Source: an optimization exercise on an open RTL-to-GDS flow (aim: small area). Production flows keep margins and buffers that such runs may drop.
In this exercise RTL edits were held to simulation tests only and were not proved equivalent to the original.
No activity file was given, so power comes from the tool's default toggle rates.

==> flow/design.v <==
`timescale 1ns / 1ps
module FIFO #(
	parameter WIDTH = 8,
	parameter DEPTH = 8
	)(
	input clk,
	input rst_n,
	input [WIDTH - 1:0] writeData,
	input writeEn,
	output [WIDTH - 1:0] readData,
	input readEn,
	output full,
	output empty
	);
	localparam AW = $clog2(DEPTH);
	logic [AW:0] count;  
	logic [DEPTH - 1:0][WIDTH - 1:0] mem;
	assign full = count[AW];
	assign empty = count == 0;
	assign readData = mem[count[AW - 1:0]];
	always @(posedge clk) begin
		if (writeEn)
			mem <= {mem[DEPTH - 2:0], writeData};
		if (~rst_n)
			count <= 0;
		else if (writeEn & ~readEn)
			count <= count + 1'b1;
		else if (readEn & ~writeEn)
			count <= count - 1'b1;
	end
endmodule
`timescale 1ns / 1ps
module SPIwithFIFO #(
	parameter WIDTH = 8,
	parameter TxFIFODepth = 8,
	parameter RxFIFODepth = 8
	)(
	input clk,
	input rst_n,
    input CS_n,
    input SCLK,
    input MOSI,
    output MISO,
	output [WIDTH - 1:0] RXdata,
	input readEn,
	output RXFIFOempty,
	output RXFIFOfull,
	output TXFIFOempty,
	output TXFIFOfull,
	input [WIDTH - 1:0] TXdata,
	input writeEn
    );
	localparam RXAW = $clog2(RxFIFODepth);
	logic CS_nHist;  
	logic prevSCLK;
	logic CS_nFallingEdge;
	logic sclkRise, sclkFall;
	assign CS_nFallingEdge = CS_nHist & ~CS_n;
	assign sclkRise = ~prevSCLK & SCLK;
	assign sclkFall = prevSCLK & ~SCLK;
	always @(posedge clk) begin
		CS_nHist <= CS_n;
		prevSCLK <= SCLK;
	end
	logic [WIDTH - 1:0] shiftIn;
	logic [2:0] rxBitCount;
	logic rxByteDone;    
	logic writeRXFIFO;   
	always @(posedge clk) begin
		if (sclkRise)
			shiftIn <= {shiftIn[WIDTH - 2:0], MOSI};
		if (~rst_n) begin
			rxBitCount <= 3'b000;
			rxByteDone <= 1'b0;
			writeRXFIFO <= 1'b0;
		end else begin
			writeRXFIFO <= rxByteDone;
			rxByteDone <= sclkRise && rxBitCount == 3'b100;  
			if (CS_nFallingEdge)
				rxBitCount <= 3'b000;
			else if (sclkRise)
				rxBitCount <= {rxBitCount[1:0], ~(rxBitCount[2] ^ (rxBitCount[1] & ~rxBitCount[0]))};
		end
	end
	logic [RxFIFODepth - 1:0][WIDTH - 1:0] rxMem;
	logic [RXAW - 1:0] rxCount;  
	logic rxPending;
	logic rxShift;
	logic [WIDTH - 1:0] rxMux;
	always @* begin
		rxMux = 0;
		for (int j = 0; j < RxFIFODepth; j = j + 1)
			rxMux = rxMux | (rxMem[j] & {WIDTH{rxCount == j}});
	end
	assign RXdata = rxMux;
	assign RXFIFOempty = rxCount == 0;
	assign RXFIFOfull = rxPending;
	assign rxShift = writeRXFIFO ? (~&rxCount | readEn) : (rxPending & readEn);
	always @(posedge clk) begin
		if (~rst_n)
			rxMem[0] <= 0;  
		else if (rxShift)
			rxMem <= {rxMem[RxFIFODepth - 2:0], shiftIn};
		if (~rst_n) begin
			rxCount <= 0;
			rxPending <= 1'b0;
		end else begin
			if (rxShift & ~readEn)
				rxCount <= rxCount + 1'b1;
			else if (readEn & ~rxShift)
				rxCount <= rxCount - 1'b1;
			if (rxPending)
				rxPending <= ~readEn;
			else
				rxPending <= writeRXFIFO & (&rxCount) & ~readEn;
		end
	end
	logic [WIDTH - 1:0] shiftOut;
	logic [3:0] txBitCount;
	logic [3:0] txBitCountDec;
	logic readTXFIFO;   
	logic loadTX;       
	logic [WIDTH - 1:0] TXFIFOdata;
	assign MISO = shiftOut[WIDTH - 1];
	assign txBitCountDec = {txBitCount[2:0],
		txBitCount[2] ? (txBitCount[3] ^ (txBitCount[1] & txBitCount[0])) : ~txBitCount[3]};
	FIFO #(.WIDTH(WIDTH), .DEPTH(TxFIFODepth)) TXFIFO (
		.clk(clk),
		.rst_n(rst_n),
		.writeData(TXdata),
		.writeEn(writeEn),
		.readData(TXFIFOdata),
		.readEn(readTXFIFO),
		.full(TXFIFOfull),
		.empty(TXFIFOempty)
	);
	logic startTX;
	assign startTX = ~readTXFIFO & ~loadTX && txBitCount == 4'b0000 && ~TXFIFOempty && ~CS_nFallingEdge;
	always @(posedge clk) begin
		if (~rst_n) begin
			shiftOut <= 0;
			txBitCount <= 4'b0110;
			readTXFIFO <= 1'b0;
			loadTX <= 1'b0;
		end else begin
			readTXFIFO <= startTX;
			loadTX <= readTXFIFO;
			if (sclkFall)
				shiftOut <= {shiftOut[WIDTH - 2:0], 1'b0};
			else if (loadTX)
				shiftOut <= TXFIFOdata;
			if (sclkFall)
				txBitCount <= txBitCountDec;
			else if (startTX | CS_nFallingEdge)
				txBitCount <= 4'b0110;
		end
	end
endmodule
clock: 5.0 ns
lec_check: 0
cap_margin: 20
core_margin: 2
core_utilization: 75
cts_buf_list: sky130_fd_sc_hd__clkbuf_8
slew_margin: 20
standard.sh (not shown) runs the stock make flow with config.mk's settings and CLKGATE_MAP_FILE= SYNTH_SCRIPT=/design/flow/synth_recipe.tcl, a recipe that flattens the netlist after the stock synthesis.
==> flow/flow/run.sh <==
#!/bin/bash
# The standard layout (standard.sh), except that the input and output
# ports get the smallest buffer cell. Each tool's output goes to the ORFS logs
# under orfs/logs; standard.log holds the make output.
export BUFFER_PORTS_ARGS="-buffer_cell sky130_fd_sc_hd__buf_1"
bash standard.sh > standard.log 2>&1
The first run completed with no timing, DRC or antenna violations.
==> next run, changes <==
==> flow/flow/run.sh (replaced) <==
#!/bin/bash
# The standard layout (standard.sh), except that:
# - the input and output ports get the smallest buffer cell;
# - clock tree synthesis adds no dummy loads (cells that only balance the
#   load of the clock tree's leaf nets).
# Each tool's output goes to its own log under orfs/logs; standard.log holds
# the make output.
export BUFFER_PORTS_ARGS="-buffer_cell sky130_fd_sc_hd__buf_1"
export CTS_ARGS="-sink_clustering_enable -repair_clock_nets -buf_list sky130_fd_sc_hd__clkbuf_8 -dont_use_dummy_load"
bash standard.sh > standard.log 2>&1
--- a/flow/config.mk
+++ b/flow/config.mk
@@ -10 +10 @@
-export CORE_UTILIZATION = 75
+export CORE_UTILIZATION = 70
=> Setup slack improves by 0.15 ns. Maximum frequency rises by about 4.4%. Clock power falls by about 30%. Power falls by 12%. Routed wire length falls by 17%. Worst hold slack degrades by 0.027 ns. Flip-flop and latch count stays the same. Cell count falls by about 1.8%. Die area rises by about 7%.
==> next run, changes <==
==> flow/flow/run.sh (replaced) <==
#!/bin/bash
# The standard layout (standard.sh), except that the input and output
# ports get the smallest buffer cell. Each tool's output goes to the ORFS logs
# under orfs/logs; standard.log holds the make output.
export BUFFER_PORTS_ARGS="-buffer_cell sky130_fd_sc_hd__buf_1"
bash standard.sh > standard.log 2>&1
--- a/flow/config.mk
+++ b/flow/config.mk
@@ -8 +8 @@
-export CAP_MARGIN = 20
+export CAP_MARGIN = 0
@@ -10 +10 @@
-export CORE_UTILIZATION = 70
+export CORE_UTILIZATION = 75
@@ -12 +12 @@
-export SLEW_MARGIN = 20
+export SLEW_MARGIN = 0
The changed run went through all stages and came out clean.
Die area went down by about 6.4%.
Worst setup slack is worse by 0.15 ns.
Maximum frequency went down by about 4%.
Via count went up by 6.2%.
Routed wire length went up by 19%.
Final area went up by 2.5%.
Flip-flop and latch count does not change.

## re-timing with driven ports
The results above use ideal ports. As a check the final layouts listed here were re-extracted and re-timed, cells and wires unchanged. Step 1 assumes that a clkbuf_16 drives the clock port and a buf_2 every other input. Step 2 moves the port delays by t, midway between the first and last clock arrival at a register: inputs arrive t later, outputs are due t later. That takes back most of the time a late clock gives input paths. a / b / c = ideal / step 1 / step 2; a / b = the first two.
| run | t (ns) | setup WS [ns] | worst setup path after step 2 | pins driven straight from the clock port |
|---|---|---|---|---|
| the first run | 0.484 | 1.471 / 1.436 / 1.920 | register to output | 1 |
| the second run | 0.449 | 1.620 / 1.590 / 2.038 | register to output | 1 |
| the third run | 0.485 | 1.471 / 1.437 / 1.922 | register to output | 1 |
After both steps setup and hold are still met in every run listed.
